Background: an optimization exercise with open tools, aiming at small area and a short achievable clock period. Do not read the settings as production practice.
The RTL of this run was laid out without a check of its function.
Power figures rest on the tool's default switching activity, not on a simulated workload.

File: flow/run.sh
#!/bin/bash
# synth_recipe.tcl (not shown) runs the flow's synth.tcl, then flattens the netlist and writes it again
# the make line also repeats each setting of config.mk as NAME=value (left out here)
make -C /OpenROAD-flow-scripts/flow DESIGN_CONFIG=/design/flow/config.mk WORK_HOME=/design/flow/orfs CLKGATE_MAP_FILE= SYNTH_SCRIPT=/design/flow/synth_recipe.tcl finish
File: flow/config.mk
export PLATFORM = sky130hd
export DESIGN_NAME = vga_top
export DESIGN_NICKNAME = vga_top
export VERILOG_FILES = /design/flow/design.v
export SDC_FILE = /design/flow/constraint.sdc
export NUM_CORES = 4
export LEC_CHECK = 0
export CAP_MARGIN = 20
export CORE_MARGIN = 2
export CORE_UTILIZATION = 40
export SLEW_MARGIN = 20
File: flow/constraint.sdc
create_clock -name core_clock -period 30.0 [get_ports {ClkPort}]
set_input_delay 6.0000 -clock core_clock [delete_from_list [all_inputs] [get_ports {ClkPort}]]
set_output_delay 6.0000 -clock core_clock [all_outputs]
set_load 0.01 [all_outputs]
File: flow/design.v
module ee201_debouncer(CLK, RESET, PB, MCEN);
input CLK, RESET;
input PB;
output MCEN;
parameter N_dc = 5;
localparam
 INI     = 3'd0,
 WQ      = 3'd1,
 WH      = 3'd2,
 CCEN_st = 3'd3,
 CCR     = 3'd4,
 WFCR    = 3'd5,
 SCEN_st = 3'd6,
 MCEN_st = 3'd7;
reg [2:0] state;
reg [N_dc-1:0] debounce_count;
assign MCEN = state[2] & state[1];
always @(posedge CLK) begin
	case (state)
	INI, SCEN_st, MCEN_st, CCR: debounce_count <= 0;
	default: debounce_count <= debounce_count + 1;
	endcase
	if (RESET)
		state <= INI;
	else
		case (state)
		INI:     if (PB) state <= WQ;
		WQ:      if (!PB) state <= INI;
		         else if (debounce_count[N_dc-2]) state <= SCEN_st;
		SCEN_st: state <= WH;
		WH:      if (!PB) state <= CCR;
		         else if (debounce_count[N_dc-1]) state <= MCEN_st;
		MCEN_st: state <= CCEN_st;
		CCEN_st: if (!PB) state <= CCR;
		         else if (debounce_count[N_dc-2]) state <= MCEN_st;
		CCR:     state <= WFCR;
		WFCR:    if (PB) state <= WH;
		         else if (debounce_count[N_dc-2]) state <= INI;
		endcase
end
endmodule
`timescale 1ns / 1ps
module game_logic (
	input clk,
	input BtnR,
	input BtnL,
	input BtnC,
	input Reset,
	input rst,
	output reg [9:0] x_position_player,
	output reg [9:0] ben_v,
	output reg [9:0] ben_x,
	output reg [9:0] enemy1_x,
	output reg [9:0] enemy1_y,
	output reg [9:0] enemy1_bx, output reg [9:0] enemy1_by,
	output reg [9:0] enemy2_bx, output reg [9:0] enemy2_by,
	output reg [9:0] enemy3_bx, output reg [9:0] enemy3_by,
	output reg [9:0] enemy4_bx, output reg [9:0] enemy4_by,
	output reg [9:0] enemy5_bx, output reg [9:0] enemy5_by,
	output reg [9:0] enemy6_bx, output reg [9:0] enemy6_by,
	output reg [9:0] enemy7_bx, output reg [9:0] enemy7_by,
	output reg [9:0] enemy8_bx, output reg [9:0] enemy8_by,
	output reg [9:0] enemy9_bx, output reg [9:0] enemy9_by,
	output reg       enemy1_c,
	output reg       enemy_BL,
	output reg       enemy_BR,
	output reg       enemy_MM,
	output reg       enemy_ML,
	output reg       enemy_MR,
	output reg       enemy_TM,
	output reg       enemy_TL,
	output reg       enemy_TR,
	output reg       game_over,
	output reg       splash_screen);
	wire o_CCEN, L_MCEN, C_MCEN;
	reg [5:0]  div_clk;    
	reg [7:0]  div_clk2;   
	reg [6:0]  div_clk3;   
	reg [17:0] div_clk4;   
	reg [12:0] div_clk5;   
	reg [3:0]  wave;       
	reg ben;               
	reg bounce;
	reg boundary;
	reg [9:1] en;          
	reg [2:0] random_number;
	ee201_debouncer #(.N_dc(12)) ee201_debouncer_1
		(.CLK(clk), .RESET(Reset | rst), .PB(BtnR), .MCEN(o_CCEN));
	ee201_debouncer #(.N_dc(12)) ffee201_debouncer_2
		(.CLK(clk), .RESET(Reset | rst), .PB(BtnL), .MCEN(L_MCEN));
	ee201_debouncer #(.N_dc(12)) ggee201_debouncer_3
		(.CLK(clk), .RESET(Reset | rst), .PB(BtnC), .MCEN(C_MCEN));
	reg [7:0]  move_period;
	reg [17:0] fire_period;
	always @(*) begin
		case (wave)
		4'd0: move_period = 8'd200;
		4'd1: move_period = 8'd175;
		4'd2: move_period = 8'd150;
		4'd3: move_period = 8'd125;
		4'd4: move_period = 8'd100;
		4'd5: move_period = 8'd75;
		4'd6: move_period = 8'd50;
		4'd7: move_period = 8'd25;
		default: move_period = 8'd0;
		endcase
		case (wave)
		4'd0: fire_period = 18'd200000;
		4'd1: fire_period = 18'd150000;
		4'd2: fire_period = 18'd100000;
		4'd3: fire_period = 18'd50000;
		default: fire_period = 18'd0;
		endcase
	end
	wire move_live = (wave <= 4'd8);
	wire fire_live = (wave <= 4'd4);
	wire [7:0]  div_clk2_inc = div_clk2 + 8'd1;
	wire [17:0] div_clk4_inc = div_clk4 + 18'd1;
	reg [9:0] n_x_position_player;
	reg [9:0] n_ben_v;
	reg [9:0] n_ben_x;
	reg [9:0] n_enemy1_x;
	reg [9:0] n_enemy1_y;
	reg [9:0] n_enemy1_bx;
	reg [9:0] n_enemy1_by;
	reg [9:0] n_enemy2_bx;
	reg [9:0] n_enemy2_by;
	reg [9:0] n_enemy3_bx;
	reg [9:0] n_enemy3_by;
	reg [9:0] n_enemy4_bx;
	reg [9:0] n_enemy4_by;
	reg [9:0] n_enemy5_bx;
	reg [9:0] n_enemy5_by;
	reg [9:0] n_enemy6_bx;
	reg [9:0] n_enemy6_by;
	reg [9:0] n_enemy7_bx;
	reg [9:0] n_enemy7_by;
	reg [9:0] n_enemy8_bx;
	reg [9:0] n_enemy8_by;
	reg [9:0] n_enemy9_bx;
	reg [9:0] n_enemy9_by;
	reg n_enemy1_c;
	reg n_enemy_BL;
	reg n_enemy_BR;
	reg n_enemy_MM;
	reg n_enemy_ML;
	reg n_enemy_MR;
	reg n_enemy_TM;
	reg n_enemy_TL;
	reg n_enemy_TR;
	reg n_game_over;
	reg n_splash_screen;
	reg n_ben;
	reg n_bounce;
	reg n_boundary;
	reg [5:0] n_div_clk;
	reg [7:0] n_div_clk2;
	reg [6:0] n_div_clk3;
	reg [17:0] n_div_clk4;
	reg [12:0] n_div_clk5;
	reg [3:0] n_wave;
	reg [9:1] n_en;
	reg [2:0] n_random_number;
	always @(*) begin
		n_x_position_player = x_position_player;
		n_ben_v = ben_v;
		n_ben_x = ben_x;
		n_enemy1_x = enemy1_x;
		n_enemy1_y = enemy1_y;
		n_enemy1_bx = enemy1_bx;
		n_enemy1_by = enemy1_by;
		n_enemy2_bx = enemy2_bx;
		n_enemy2_by = enemy2_by;
		n_enemy3_bx = enemy3_bx;
		n_enemy3_by = enemy3_by;
		n_enemy4_bx = enemy4_bx;
		n_enemy4_by = enemy4_by;
		n_enemy5_bx = enemy5_bx;
		n_enemy5_by = enemy5_by;
		n_enemy6_bx = enemy6_bx;
		n_enemy6_by = enemy6_by;
		n_enemy7_bx = enemy7_bx;
		n_enemy7_by = enemy7_by;
		n_enemy8_bx = enemy8_bx;
		n_enemy8_by = enemy8_by;
		n_enemy9_bx = enemy9_bx;
		n_enemy9_by = enemy9_by;
		n_enemy1_c = enemy1_c;
		n_enemy_BL = enemy_BL;
		n_enemy_BR = enemy_BR;
		n_enemy_MM = enemy_MM;
		n_enemy_ML = enemy_ML;
		n_enemy_MR = enemy_MR;
		n_enemy_TM = enemy_TM;
		n_enemy_TL = enemy_TL;
		n_enemy_TR = enemy_TR;
		n_game_over = game_over;
		n_splash_screen = splash_screen;
		n_ben = ben;
		n_bounce = bounce;
		n_boundary = boundary;
		n_div_clk = div_clk;
		n_div_clk2 = div_clk2;
		n_div_clk3 = div_clk3;
		n_div_clk4 = div_clk4;
		n_div_clk5 = div_clk5;
		n_wave = wave;
		n_en = en;
		n_random_number = random_number;
			if (o_CCEN) begin
				if (n_x_position_player < 10'd744)
					n_x_position_player = n_x_position_player + 10'd10;
			end else if (L_MCEN) begin
				if (n_x_position_player > 10'd144)
					n_x_position_player = n_x_position_player - 10'd10;
			end else if (C_MCEN && !n_ben) begin
				n_ben = 1;
				n_ben_v = 10'd400;
				n_ben_x = n_x_position_player + 10'd15;
			end
			if (n_ben) begin
				n_div_clk = n_div_clk + 6'd1;
				if (n_div_clk >= 6'd50) begin
					n_div_clk = 0;
					n_ben_v = n_ben_v - 10'd1;
				end
				if (n_ben_v <= 10'd34) begin
					n_ben_v = 10'd400;
					n_ben = 0;
				end
			end
			if ((n_ben_x >= n_enemy1_x) & (n_ben_x <= n_enemy1_x + 10'd20) & (n_ben_v == n_enemy1_y + 10'd20) & ~n_enemy1_c) begin
				n_enemy1_c = 1; n_ben = 0; n_ben_v = 10'd400; n_ben_x = n_x_position_player + 10'd15;
			end
			if ((n_ben_x >= n_enemy1_x - 10'd25) & (n_ben_x <= n_enemy1_x - 10'd5) & (n_ben_v == n_enemy1_y + 10'd20) & ~n_enemy_BL) begin
				n_enemy_BL = 1; n_ben = 0; n_ben_v = 10'd400; n_ben_x = n_x_position_player + 10'd15;
			end
			if ((n_ben_x >= n_enemy1_x + 10'd25) & (n_ben_x <= n_enemy1_x + 10'd45) & (n_ben_v == n_enemy1_y + 10'd20) & ~n_enemy_BR) begin
				n_enemy_BR = 1; n_ben = 0; n_ben_v = 10'd400; n_ben_x = n_x_position_player + 10'd15;
			end
			if ((n_ben_x >= n_enemy1_x) & (n_ben_x <= n_enemy1_x + 10'd20) & (n_ben_v == n_enemy1_y - 10'd25) & ~n_enemy_MM) begin
				n_enemy_MM = 1; n_ben = 0; n_ben_v = 10'd400; n_ben_x = n_x_position_player + 10'd15;
			end
			if ((n_ben_x >= n_enemy1_x - 10'd25) & (n_ben_x <= n_enemy1_x - 10'd5) & (n_ben_v == n_enemy1_y - 10'd25) & ~n_enemy_ML) begin
				n_enemy_ML = 1; n_ben = 0; n_ben_v = 10'd400; n_ben_x = n_x_position_player + 10'd15;
			end
			if ((n_ben_x >= n_enemy1_x + 10'd25) & (n_ben_x <= n_enemy1_x + 10'd45) & (n_ben_v == n_enemy1_y - 10'd25) & ~n_enemy_MR) begin
				n_enemy_MR = 1; n_ben = 0; n_ben_v = 10'd400; n_ben_x = n_x_position_player + 10'd15;
			end
			if ((n_ben_x >= n_enemy1_x) & (n_ben_x <= n_enemy1_x + 10'd20) & (n_ben_v == n_enemy1_y - 10'd50) & ~n_enemy_TM) begin
				n_enemy_TM = 1; n_ben = 0; n_ben_v = 10'd400; n_ben_x = n_x_position_player + 10'd15;
			end
			if ((n_ben_x >= n_enemy1_x - 10'd25) & (n_ben_x <= n_enemy1_x - 10'd5) & (n_ben_v == n_enemy1_y - 10'd50) & ~n_enemy_TL) begin
				n_enemy_TL = 1; n_ben = 0; n_ben_v = 10'd400; n_ben_x = n_x_position_player + 10'd15;
			end
			if ((n_ben_x >= n_enemy1_x + 10'd25) & (n_ben_x <= n_enemy1_x + 10'd45) & (n_ben_v == n_enemy1_y - 10'd50) & ~n_enemy_TR) begin
				n_enemy_TR = 1; n_ben = 0; n_ben_v = 10'd400; n_ben_x = n_x_position_player + 10'd15;
			end
			if (move_live && div_clk2_inc >= move_period) begin
				n_div_clk2 = 0;
				if (n_bounce) begin
					n_enemy1_y = n_enemy1_y + 10'd10;
					n_bounce = 0;
					n_boundary = ~n_boundary;
				end
				if (n_boundary) begin
					n_enemy1_x = n_enemy1_x + 10'd1;
					if (n_enemy1_x >= 10'd764) n_bounce = 1;
				end else begin
					n_enemy1_x = n_enemy1_x - 10'd1;
					if (n_enemy1_x <= 10'd144) n_bounce = 1;
				end
			end else
				n_div_clk2 = div_clk2_inc;
			if (n_div_clk3 >= 7'd74) begin
				n_div_clk3 = 0;
				if (n_en[1]) begin if (n_enemy1_by >= 10'd516) n_en[1] = 0; else n_enemy1_by = n_enemy1_by + 10'd1; end
				if (n_en[2]) begin if (n_enemy2_by >= 10'd516) n_en[2] = 0; else n_enemy2_by = n_enemy2_by + 10'd1; end
				if (n_en[3]) begin if (n_enemy3_by >= 10'd516) n_en[3] = 0; else n_enemy3_by = n_enemy3_by + 10'd1; end
				if (n_en[4]) begin if (n_enemy4_by >= 10'd516) n_en[4] = 0; else n_enemy4_by = n_enemy4_by + 10'd1; end
				if (n_en[5]) begin if (n_enemy5_by >= 10'd516) n_en[5] = 0; else n_enemy5_by = n_enemy5_by + 10'd1; end
				if (n_en[6]) begin if (n_enemy6_by >= 10'd516) n_en[6] = 0; else n_enemy6_by = n_enemy6_by + 10'd1; end
				if (n_en[7]) begin if (n_enemy7_by >= 10'd516) n_en[7] = 0; else n_enemy7_by = n_enemy7_by + 10'd1; end
				if (n_en[8]) begin if (n_enemy8_by >= 10'd516) n_en[8] = 0; else n_enemy8_by = n_enemy8_by + 10'd1; end
				if (n_en[9]) begin if (n_enemy9_by >= 10'd516) n_en[9] = 0; else n_enemy9_by = n_enemy9_by + 10'd1; end
			end else
				n_div_clk3 = n_div_clk3 + 7'd1;
			if (fire_live && div_clk4_inc >= fire_period) begin
				n_div_clk4 = 0;
				n_random_number = {n_random_number[1:0], n_random_number[2] ^ n_random_number[1]};
				if (~n_enemy1_c & (n_random_number == 3'd1)) begin n_en[1] = 1; n_enemy1_bx = n_enemy1_x + 10'd8;  n_enemy1_by = n_enemy1_y; end
				if (~n_enemy_BL & (n_random_number == 3'd1)) begin n_en[2] = 1; n_enemy2_bx = n_enemy1_x - 10'd13; n_enemy2_by = n_enemy1_y; end
				if (~n_enemy_BR & (n_random_number == 3'd2)) begin n_en[3] = 1; n_enemy3_bx = n_enemy1_x + 10'd33; n_enemy3_by = n_enemy1_y; end
				if (~n_enemy_MM & (n_random_number == 3'd3)) begin n_en[4] = 1; n_enemy4_bx = n_enemy1_x + 10'd8;  n_enemy4_by = n_enemy1_y - 10'd25; end
				if (~n_enemy_ML & (n_random_number == 3'd4)) begin n_en[5] = 1; n_enemy5_bx = n_enemy1_x - 10'd13; n_enemy5_by = n_enemy1_y - 10'd25; end
				if (~n_enemy_MR & (n_random_number == 3'd5)) begin n_en[6] = 1; n_enemy6_bx = n_enemy1_x + 10'd33; n_enemy6_by = n_enemy1_y - 10'd25; end
				if (~n_enemy_TM & (n_random_number == 3'd6)) begin n_en[7] = 1; n_enemy7_bx = n_enemy1_x + 10'd8;  n_enemy7_by = n_enemy1_y - 10'd50; end
				if (~n_enemy_TL & (n_random_number == 3'd7)) begin n_en[8] = 1; n_enemy8_bx = n_enemy1_x - 10'd13; n_enemy8_by = n_enemy1_y - 10'd50; end
				if (~n_enemy_TR & (n_random_number == 3'd7)) begin n_en[9] = 1; n_enemy9_bx = n_enemy1_x + 10'd33; n_enemy9_by = n_enemy1_y - 10'd50; end
			end else
				n_div_clk4 = div_clk4_inc;
			if ((n_enemy1_bx >= n_x_position_player - 10'd5) & (n_enemy1_bx <= n_x_position_player + 10'd40) & (n_enemy1_by >= 10'd390) & (n_enemy1_by <= 10'd440)) n_game_over = 1;
			if ((n_enemy2_bx >= n_x_position_player - 10'd5) & (n_enemy2_bx <= n_x_position_player + 10'd40) & (n_enemy2_by >= 10'd390) & (n_enemy2_by <= 10'd440)) n_game_over = 1;
			if ((n_enemy3_bx >= n_x_position_player - 10'd5) & (n_enemy3_bx <= n_x_position_player + 10'd40) & (n_enemy3_by >= 10'd390) & (n_enemy3_by <= 10'd440)) n_game_over = 1;
			if ((n_enemy4_bx >= n_x_position_player - 10'd5) & (n_enemy4_bx <= n_x_position_player + 10'd40) & (n_enemy4_by >= 10'd390) & (n_enemy4_by <= 10'd440)) n_game_over = 1;
			if ((n_enemy5_bx >= n_x_position_player - 10'd5) & (n_enemy5_bx <= n_x_position_player + 10'd40) & (n_enemy5_by >= 10'd390) & (n_enemy5_by <= 10'd440)) n_game_over = 1;
			if ((n_enemy6_bx >= n_x_position_player - 10'd5) & (n_enemy6_bx <= n_x_position_player + 10'd40) & (n_enemy6_by >= 10'd390) & (n_enemy6_by <= 10'd440)) n_game_over = 1;
			if ((n_enemy7_bx >= n_x_position_player - 10'd5) & (n_enemy7_bx <= n_x_position_player + 10'd40) & (n_enemy7_by >= 10'd390) & (n_enemy7_by <= 10'd440)) n_game_over = 1;
			if ((n_enemy8_bx >= n_x_position_player - 10'd5) & (n_enemy8_bx <= n_x_position_player + 10'd40) & (n_enemy8_by >= 10'd390) & (n_enemy8_by <= 10'd440)) n_game_over = 1;
			if ((n_enemy9_bx >= n_x_position_player - 10'd5) & (n_enemy9_bx <= n_x_position_player + 10'd40) & (n_enemy9_by >= 10'd390) & (n_enemy9_by <= 10'd440)) n_game_over = 1;
			if (n_enemy1_c & n_enemy_BL & n_enemy_BR & n_enemy_MM & n_enemy_ML & n_enemy_MR & n_enemy_TR & n_enemy_TM & n_enemy_TL) begin
				n_splash_screen = 1;
				if (n_div_clk5 >= 13'd4999) begin
					n_splash_screen = 0;
					n_div_clk5 = 0;
					if (n_wave != 4'd9) n_wave = n_wave + 4'd1;
					n_enemy1_c = 0;
					n_enemy_BL = 0; n_enemy_BR = 0;
					n_enemy_MM = 0; n_enemy_ML = 0; n_enemy_MR = 0;
					n_enemy_TR = 0; n_enemy_TM = 0; n_enemy_TL = 0;
					n_x_position_player = 10'd340;
					n_enemy1_x = 10'd340;
					n_enemy1_y = 10'd84;
					n_bounce = 1;
				end else
					n_div_clk5 = n_div_clk5 + 13'd1;
			end
	end
	always @(posedge clk) begin
		if (rst) begin
			x_position_player <= 10'd340;
			ben_v <= 10'd0;
			ben_x <= 10'd0;
			enemy1_x <= 10'd340;
			enemy1_y <= 10'd84;
			enemy1_bx <= 10'd0; enemy1_by <= 10'd0;
			enemy2_bx <= 10'd0; enemy2_by <= 10'd0;
			enemy3_bx <= 10'd0; enemy3_by <= 10'd0;
			enemy4_bx <= 10'd0; enemy4_by <= 10'd0;
			enemy5_bx <= 10'd0; enemy5_by <= 10'd0;
			enemy6_bx <= 10'd0; enemy6_by <= 10'd0;
			enemy7_bx <= 10'd0; enemy7_by <= 10'd0;
			enemy8_bx <= 10'd0; enemy8_by <= 10'd0;
			enemy9_bx <= 10'd0; enemy9_by <= 10'd0;
			enemy1_c <= 0;
			enemy_BL <= 0; enemy_BR <= 0;
			enemy_MM <= 0; enemy_ML <= 0; enemy_MR <= 0;
			enemy_TM <= 0; enemy_TL <= 0; enemy_TR <= 0;
			game_over <= 0;
			splash_screen <= 0;
			div_clk <= 0;
			div_clk2 <= 0;
			div_clk3 <= 0;
			div_clk4 <= 0;
			div_clk5 <= 0;
			wave <= 0;
			ben <= 0;
			bounce <= 1;
			boundary <= 0;
			en <= 9'd0;
			random_number <= 3'd1;
		end else begin
			x_position_player <= n_x_position_player;
			ben_v <= n_ben_v;
			ben_x <= n_ben_x;
			enemy1_x <= n_enemy1_x;
			enemy1_y <= n_enemy1_y;
			enemy1_bx <= n_enemy1_bx;
			enemy1_by <= n_enemy1_by;
			enemy2_bx <= n_enemy2_bx;
			enemy2_by <= n_enemy2_by;
			enemy3_bx <= n_enemy3_bx;
			enemy3_by <= n_enemy3_by;
			enemy4_bx <= n_enemy4_bx;
			enemy4_by <= n_enemy4_by;
			enemy5_bx <= n_enemy5_bx;
			enemy5_by <= n_enemy5_by;
			enemy6_bx <= n_enemy6_bx;
			enemy6_by <= n_enemy6_by;
			enemy7_bx <= n_enemy7_bx;
			enemy7_by <= n_enemy7_by;
			enemy8_bx <= n_enemy8_bx;
			enemy8_by <= n_enemy8_by;
			enemy9_bx <= n_enemy9_bx;
			enemy9_by <= n_enemy9_by;
			enemy1_c <= n_enemy1_c;
			enemy_BL <= n_enemy_BL;
			enemy_BR <= n_enemy_BR;
			enemy_MM <= n_enemy_MM;
			enemy_ML <= n_enemy_ML;
			enemy_MR <= n_enemy_MR;
			enemy_TM <= n_enemy_TM;
			enemy_TL <= n_enemy_TL;
			enemy_TR <= n_enemy_TR;
			game_over <= n_game_over;
			splash_screen <= n_splash_screen;
			ben <= n_ben;
			bounce <= n_bounce;
			boundary <= n_boundary;
			div_clk <= n_div_clk;
			div_clk2 <= n_div_clk2;
			div_clk3 <= n_div_clk3;
			div_clk4 <= n_div_clk4;
			div_clk5 <= n_div_clk5;
			wave <= n_wave;
			en <= n_en;
			random_number <= n_random_number;
		end
	end
endmodule
module display_controller(
	input clk,
	input rst,
	output hSync, vSync,
	output reg bright,
	output reg [9:0] hCount,
	output reg [9:0] vCount,
	output [1:0] div_out,
	output stars
	);
	reg [1:0] div;
	wire clk25_en = (div == 2'd0);
	assign div_out = div;
	reg [4:0] s17, v17;
	reg [3:0] v13;
	always @(posedge clk)
		if (rst)
			div <= 2'd0;
		else
			div <= div + 2'd1;
	wire [4:0] v17_inc = (v17 == 5'd16) ? 5'd0 : v17 + 5'd1;
	always @(posedge clk)
		if (rst) begin
			hCount <= 0;
			vCount <= 0;
			s17 <= 0;
			v17 <= 0;
			v13 <= 0;
		end else if (clk25_en) begin
			if (hCount < 10'd799) begin
				hCount <= hCount + 1;
				s17 <= (s17 == 5'd16) ? 5'd0 : s17 + 5'd1;
			end else if (vCount < 10'd524) begin
				hCount <= 0;
				vCount <= vCount + 1;
				v17 <= v17_inc;
				s17 <= v17_inc;
				v13 <= (v13 == 4'd12) ? 4'd0 : v13 + 4'd1;
			end else begin
				hCount <= 0;
				vCount <= 0;
				s17 <= 0;
				v17 <= 0;
				v13 <= 0;
			end
		end
	assign hSync = (hCount < 96) ? 1 : 0;
	assign vSync = (vCount < 2) ? 1 : 0;
	assign stars = (s17 == 5'd0) && (v13 == 4'd0);
	always @(posedge clk)
		if (rst)
			bright <= 0;
		else if (clk25_en)
			bright <= (hCount > 10'd143 && hCount < 10'd784 && vCount > 10'd34 && vCount < 10'd516);
endmodule
`timescale 1ns / 1ps
module vga_bitchange(
	input clk,
	input rst,
	input bright,
	input BtnC,
	input button,
	input BtnR,
	input BtnL,
	input [9:0] hCount, vCount,
	input stars,
	output reg [11:0] rgb,
	output [15:0] score
	);
	parameter BLACK = 12'b0000_0000_0000;
	parameter WHITE = 12'b1111_1111_1111;
	parameter RED   = 12'b1111_0000_0000;
	parameter GREEN = 12'b0000_1111_0000;
	parameter BLUE  = 12'b0000_0000_1111;
	parameter PINK  = 12'b1111_1100_1101;
	wire [9:0] x_position_player, ben_v, ben_x, enemy1_x, enemy1_y;
	wire [9:0] enemy1_bx, enemy1_by, enemy2_bx, enemy2_by, enemy3_bx, enemy3_by;
	wire [9:0] enemy4_bx, enemy4_by, enemy5_bx, enemy5_by, enemy6_bx, enemy6_by;
	wire [9:0] enemy7_bx, enemy7_by, enemy8_bx, enemy8_by, enemy9_bx, enemy9_by;
	wire enemy1_c, enemy_BL, enemy_BR, enemy_MM, enemy_ML, enemy_MR, enemy_TM, enemy_TL, enemy_TR;
	wire game_over, splash_screen;
	assign score = 16'd0;
	game_logic gl(.clk(clk), .rst(rst), .BtnR(BtnR), .BtnL(BtnL), .BtnC(BtnC), .Reset(button),
		.x_position_player(x_position_player), .ben_v(ben_v), .ben_x(ben_x),
		.enemy1_x(enemy1_x), .enemy1_y(enemy1_y),
		.enemy1_bx(enemy1_bx), .enemy1_by(enemy1_by),
		.enemy2_bx(enemy2_bx), .enemy2_by(enemy2_by),
		.enemy3_bx(enemy3_bx), .enemy3_by(enemy3_by),
		.enemy4_bx(enemy4_bx), .enemy4_by(enemy4_by),
		.enemy5_bx(enemy5_bx), .enemy5_by(enemy5_by),
		.enemy6_bx(enemy6_bx), .enemy6_by(enemy6_by),
		.enemy7_bx(enemy7_bx), .enemy7_by(enemy7_by),
		.enemy8_bx(enemy8_bx), .enemy8_by(enemy8_by),
		.enemy9_bx(enemy9_bx), .enemy9_by(enemy9_by),
		.enemy1_c(enemy1_c), .enemy_BL(enemy_BL), .enemy_BR(enemy_BR),
		.enemy_MM(enemy_MM), .enemy_ML(enemy_ML), .enemy_MR(enemy_MR),
		.enemy_TM(enemy_TM), .enemy_TL(enemy_TL), .enemy_TR(enemy_TR),
		.game_over(game_over), .splash_screen(splash_screen));
	function inbox;
		input [9:0] pix, p;
		input [9:0] c;
		reg [10:0] d;
		begin
			d = {1'b0, pix} - {1'b0, p};
			inbox = ~d[10] & (d[9:0] <= c);
		end
	endfunction
	wire player =
		(inbox(hCount, x_position_player, 10'd39) && vCount >= 10'd420 && vCount <= 10'd440) ||
		(inbox(hCount, x_position_player + 10'd10, 10'd19) && vCount >= 10'd400 && vCount <= 10'd410) ||
		(inbox(hCount, x_position_player + 10'd15, 10'd9) && vCount >= 10'd410 && vCount <= 10'd420);
	wire bullet =
		((hCount >= ben_x + 10'd4) && (hCount < ben_x + 10'd6) && (vCount >= ben_v + 10'd12) && (vCount <= ben_v + 10'd20)) ||
		((hCount >= ben_x + 10'd2) && (hCount < ben_x + 10'd8) && (vCount >= ben_v + 10'd6) && (vCount <= ben_v + 10'd12)) ||
		((hCount >= ben_x) && (hCount < ben_x + 10'd10) && (vCount >= ben_v) && (vCount <= ben_v + 10'd6)) ||
		((hCount >= ben_x + 10'd2) && (hCount < ben_x + 10'd8) && (vCount >= ben_v - 10'd2) && (vCount <= ben_v));
	wire colL = inbox(hCount, enemy1_x - 10'd25, 10'd20);
	wire colM = inbox(hCount, enemy1_x, 10'd20);
	wire colR = inbox(hCount, enemy1_x + 10'd25, 10'd20);
	wire rowB = inbox(vCount, enemy1_y, 10'd20);
	wire rowM = inbox(vCount, enemy1_y - 10'd25, 10'd20);
	wire rowT = inbox(vCount, enemy1_y - 10'd50, 10'd20);
	wire e1 = colM & rowB, e2 = colL & rowB, e3 = colR & rowB;
	wire e4 = colM & rowM, e5 = colL & rowM, e6 = colR & rowM;
	wire e7 = colM & rowT, e8 = colL & rowT, e9 = colR & rowT;
	wire b1 = inbox(hCount, enemy1_bx, 10'd5) & inbox(vCount, enemy1_by, 10'd5);
	wire b2 = inbox(hCount, enemy2_bx, 10'd5) & inbox(vCount, enemy2_by, 10'd5);
	wire b3 = inbox(hCount, enemy3_bx, 10'd5) & inbox(vCount, enemy3_by, 10'd5);
	wire b4 = inbox(hCount, enemy4_bx, 10'd5) & inbox(vCount, enemy4_by, 10'd5);
	wire b5 = inbox(hCount, enemy5_bx, 10'd5) & inbox(vCount, enemy5_by, 10'd5);
	wire b6 = inbox(hCount, enemy6_bx, 10'd5) & inbox(vCount, enemy6_by, 10'd5);
	wire b7 = inbox(hCount, enemy7_bx, 10'd5) & inbox(vCount, enemy7_by, 10'd5);
	wire b8 = inbox(hCount, enemy8_bx, 10'd5) & inbox(vCount, enemy8_by, 10'd5);
	wire b9 = inbox(hCount, enemy9_bx, 10'd5) & inbox(vCount, enemy9_by, 10'd5);
	always @(*) begin
		if (~bright) rgb = BLACK;
		else if (game_over) rgb = PINK;
		else if (splash_screen) rgb = GREEN;
		else if (player) rgb = BLUE;
		else if (bullet) rgb = (ben_v >= 10'd399) ? BLACK : RED;
		else if (e1) rgb = enemy1_c ? BLACK : GREEN;
		else if (e2) rgb = enemy_BL ? BLACK : WHITE;
		else if (e3) rgb = enemy_BR ? BLACK : WHITE;
		else if (e4) rgb = enemy_MM ? BLACK : WHITE;
		else if (e5) rgb = enemy_ML ? BLACK : WHITE;
		else if (e6) rgb = enemy_MR ? BLACK : WHITE;
		else if (e7) rgb = enemy_TM ? BLACK : WHITE;
		else if (e8) rgb = enemy_TL ? BLACK : WHITE;
		else if (e9) rgb = enemy_TR ? BLACK : WHITE;
		else if (b1) rgb = enemy1_c ? BLACK : WHITE;
		else if (b2) rgb = enemy_BL ? BLACK : WHITE;
		else if (b3) rgb = enemy_BR ? BLACK : WHITE;
		else if (b4) rgb = enemy_MM ? BLACK : WHITE;
		else if (b5) rgb = enemy_ML ? BLACK : WHITE;
		else if (b6) rgb = enemy_MR ? BLACK : WHITE;
		else if (b7) rgb = enemy_TM ? BLACK : WHITE;
		else if (b8) rgb = enemy_TL ? BLACK : WHITE;
		else if (b9) rgb = enemy_TR ? BLACK : WHITE;
		else if (stars) rgb = WHITE;
		else rgb = BLACK;
	end
endmodule
module counter(
	input clk,
	input rst,
	input [15:0] displayNumber,
	input [1:0] low,             
	output reg [3:0] anode,
	output [6:0] ssdOut
	);
	reg [8:0] refresh_hi;        
	always @(posedge clk)
		if (rst)
			refresh_hi <= 9'd0;
		else if (low == 2'b11)
			refresh_hi <= refresh_hi + 9'd1;
	always @(*)
		case (refresh_hi[8:7])
		2'b00: anode = 4'b0111;
		2'b01: anode = 4'b1011;
		2'b10: anode = 4'b1101;
		2'b11: anode = 4'b1110;
		endcase
	assign ssdOut = 7'b0000001;
endmodule
`timescale 1ns / 1ps
module vga_top(
	input ClkPort,
	input Reset,
	input BtnC,
	input BtnU,
	input BtnR,
	input BtnL,
	output hSync, vSync,
	output [3:0] vgaR, vgaG, vgaB,
	output An0, An1, An2, An3, An4, An5, An6, An7,
	output Ca, Cb, Cc, Cd, Ce, Cf, Cg, Dp,
	output QuadSpiFlashCS
	);
	wire bright;
	wire [9:0] hc, vc;
	wire [15:0] score;
	wire [6:0] ssdOut;
	wire [3:0] anode;
	wire [11:0] rgb;
	wire [1:0] div;
	wire stars;
	display_controller dc(.clk(ClkPort), .rst(Reset), .hSync(hSync), .vSync(vSync), .bright(bright),
		.hCount(hc), .vCount(vc), .div_out(div), .stars(stars));
	vga_bitchange vbc(.clk(ClkPort), .rst(Reset), .bright(bright), .BtnC(BtnC), .button(BtnU), .BtnR(BtnR), .BtnL(BtnL),
		.hCount(hc), .vCount(vc), .stars(stars), .rgb(rgb), .score(score));
	counter cnt(.clk(ClkPort), .rst(Reset), .displayNumber(score), .low(div), .anode(anode), .ssdOut(ssdOut));
	assign Dp = 1;
	assign {Ca, Cb, Cc, Cd, Ce, Cf, Cg} = ssdOut[6:0];
	assign {An7, An6, An5, An4, An3, An2, An1, An0} = {4'b1111, anode};
	assign vgaR = rgb[11:8];
	assign vgaG = rgb[7:4];
	assign vgaB = rgb[3:0];
	assign QuadSpiFlashCS = 1'b1;
endmodule
==> run notes <==
==> repair_timing <==
item,CTS,global route
buffers inserted,0,26
pin swaps,0,29
resized for setup,2,93
endpoints found under the setup margin,1,106
cloned,0,1
hold endpoints to repair,0,0
==> Yosys cell counts (42+ instances only) <==
cell	n	area share, %
a21oi_1	417	4.4
nand4_1	131	1.7
nand3_1	161	1.7
nor2b_1	131	1.7
a21o_1	217	3.5
and2_1	135	1.8
o21a_1	61	0.97
mux2_2	51	1.2
o21ai_0	364	3.9
nand2b_1	125	1.7
a21boi_0	44	0.70
nor3_1	144	1.5
o22ai_1	42	0.56
xnor2_1	345	6.4
dfxtp_1	409	17
nor4_1	50	0.66
nor2_1	591	4.7
mux2i_1	56	1.2
ha_1	793	21
nand2_1	405	3.2
a211oi_1	43	0.69
xor2_1	159	3.0
inv_1	415	3.3
and3_1	75	1.0
clkbuf_1	153	1.2
==> state kept, by name, indices dropped and copies added, names as in the netlist, 12 cells and up, named ones only <==
name,count
vbc.gl.div_clk4,18
vbc.gl.div_clk5,13
vbc.gl.ee201_debouncer_1.debounce_count,12
vbc.gl.ffee201_debouncer_2.debounce_count,12
vbc.gl.ggee201_debouncer_3.debounce_count,12
==> kinds of logic (layout without fill, tap and decap cells) <==
logic type	count (synthesis)	in the layout
buf+inv	642	905
other cells	2	20
xor+xnor	506	506
flops	409	409
fa+ha+maj	820	820
compound gates	1513	1513
simple gates	2103	2103
mux	108	108
==> report_power, final <==
| group | switching [W] | internal, W | leakage, nW |
|---|---|---|---|
| clock network | 0.000293 | 0.000408 | 0.921 |
| registers | 0.00000524 | 0.000547 | 3.30 |
| logic | 0.0000858 | 0.0000490 | 18.8 |
==> worst max path at each step <==
stage | endpoint | slack (ns) | cells after the start
2_1_floorplan | vbc.gl.game_over | 1.83 | 170
3_3_place_gp | vbc.gl.game_over | 0.42 | 171
3_5_place_dp | vbc.gl.game_over | -0.14 | 166
4_1_cts | vbc.gl.game_over | 0.09 | 168
5_1_grt | vbc.gl.game_over | -0.29 | 167
6_report | vbc.gl.game_over | 1.14 | 167
==> per-layer routing <==
layer	wire, um	vias to the layer above	GRT usage, %
li1	-	22170	-
met1	82050	21770	39.82
met2	76500	1668	44.88
met3	12620	344	3.514
met4	7860	2	11.99
met5	7	-	0
==> through the flow <==
stage | total power (W) | instance area, um2 | setup WS (ns) | std cells | hold WS, ns
after detailed placement | 0.0006940 | 50880 | -0.1377 | 7778 | 0.4427
final | 0.001388 | 53330 | 1.135 | 7908 | 0.4452
after global routing | 0.001434 | 53320 | -0.2850 | 7905 | 0.4720
after CTS | 0.001400 | 52760 | 0.08580 | 7878 | 0.4499
after floorplan | 0.0006504 | 47130 | 1.830 | 6118 | 0.4173
after global placement | 0.0006931 | 50880 | 0.4191 | 7778 | 0.4291
==> final cells by class <==
type	instances	area, um2	area share [%]
Inverter	436	1639	3.074
Clock inverter	31	419.2	0.7860
Timing Repair Buffer	369	2859	5.361
Multi-Input combinational cell	5067	36840	69.07
Tap cell	1524	1907	3.576
Antenna cell	3	7.507	0.01408
Clock buffer	69	1459	2.736
Sequential cell	409	8202	15.38
==> critical path: cells and delay by family (launching register included) <==
kind	cells	cell delay [ns]
compound gates	87	14.82
xor+xnor	1	0.20
fa+ha+maj	10	2.91
buf+inv	19	2.89
flops	1	0.34
mux	5	1.49
simple gates	45	6.02
==> flow_summary.toml <==
[sta]
final.min_clock_period_ns = 28.86
fin_crit_sh_pct = 96.22
maxSlewViolCount = 0
fin_skew_ns = 0.04389
finalSetupViolations = 0
slew_headroom_pct = 11.89
tightest_slew_ns = 1.314
fmax_mhz = 34.64
fin_setup_tns_ns = 0
hold_violations = 0

[floorplanning]
row_count = 125
die_area_mm2 = 0.1204
initial_utilization_pct = 40.40
coreArea_mm2 = 0.1165
ios = 37
die_y_um = 347.0
fp.dieW_um = 347.0

[final_layout]
layout_common_cells = "790 x ha_1, 589 x nor2_1, 414 x inv_1, 404 x a21oi_1, 400 x nand2_1"
layout_commonest_cell = "ha_1"
fillers = 11580
layout-drive-gt1-share_pct = 10.05
syn2layout_area_growth_pct = 13.29
nNetsFinal = 7164
fin_util_pct = 45.77

[worst_hold_path]
min_from = "dc.div[0]"
hold_path.class = "flop to flop"
holdPathEnd = "dc.div[0]"
worstHoldPathCells = 1

[synth]
synth_flop_cell = "dfxtp_1"
yosys-mux-area-fraction_pct = 2.443
seq_area_frac_synth_pct = 17.40
synth_top_family_by_area = "simple AND/OR/NAND/NOR gates"
ys_ff_latch = 409
syn_inst = 6103
synth_edf_count = 0
ys_types = 113
synthSimpleGateAreaFrac_pct = 22.47
synth_compound_area_share_pct = 20.65
synth_xor_xnor_area_share_pct = 9.460
mappedNetlistArea_mm2 = 0.04707
yosys.area_share.adder_pct = 22.23
avgSynthCellArea_um2 = 7.713
async_reset_ff_share_pct = 0
yosys_warnings = 5

[flow_run]
max_cap_viol_count = 0

[global_routing]
grt_pass1_wl_um = 267100
grt_max_degree = 59
grt_antenna_before_repair = 4
grt_pass1_vias = 43040
grt_overflow_total = 0
grt_use_total_pct = 28.75

[setup_path]
rr_startpoint = "vbc.gl.x_position_player[1]"
r2r_cells = 167
crit_path_frequent_cell = "a21o_1"
end_kind = "flop"
crit_arrival_ns = 29.41
r2r_slack_ns = 1.14
setup.worst_path.class = "flop to flop"
cp-startpoint = "vbc.gl.x_position_player[1]"
crit_path_top_delay_cell = "a2111o_1"
cp.required_ns = 30.55
path_max_fanout = 8
start_kind = "flop"
cpPeakStageDelay_ns = 0.54
regToRegEndpoint = "vbc.gl.game_over"

[routing]
postRouteWirelength_um = 179000
via_per_inst = 5.812
ant_nets = 0
first_pass_iters = 8
routedWlPerCell_um = 22.64
drc = 0
via_count = 45960
drt_iter0_markers = 4015

[place]
dp_hpwl_um = 136900
io_buffers = 23
place_congestion = 1.028

[clock_network]
ctsHoldBuffers = 0
clock_path_buffers = 3
cts_sinks = 409
h-tree-depth = 2
clk_latency_ns = 0.68
root_buffer = "clkbuf_16"
cts_tree = "yes"
clkTransAtPathRegs_ns = 0.07
cts_made_buffers = 55

[run_status]
status = "no timing/DRC/antenna violations"

[pwr]
pwr_density_cell_mw_per_mm2 = 26.02
p_leak_nw = 23.06
peakVddDrop_mv = 0.04469

[port drivers added, routing unchanged]
No port has a modelled driver above. Below, the same layout with a new extraction and two added sets of constraints. Step 1: set_driving_cell puts a clkbuf_16 on ClkPort and a buf_2 on each other input, an assumption about the parent block. Step 2 adds t to the input delays and takes it off the output delays; t is the mean of the earliest and latest rising clock arrival at the registers after step 1. Input paths then give back, and output paths get back, about the clock's delay inside the block. Three values: ideal, step 1, step 2; two values: the first two.
shift t [ns]: 0.735
setup slack, ns: 1.135 / 1.135 / 1.135
latest minus earliest clock arrival (ns): 0.044 / 0.044
worst slew at a driven data input, ns: 0.05
cell pins on the clock port's net: 1
After both steps setup and hold are still met in this run. The setup slack of this run moves by 0.000 ns with the drivers and by 0.000 ns with both steps.
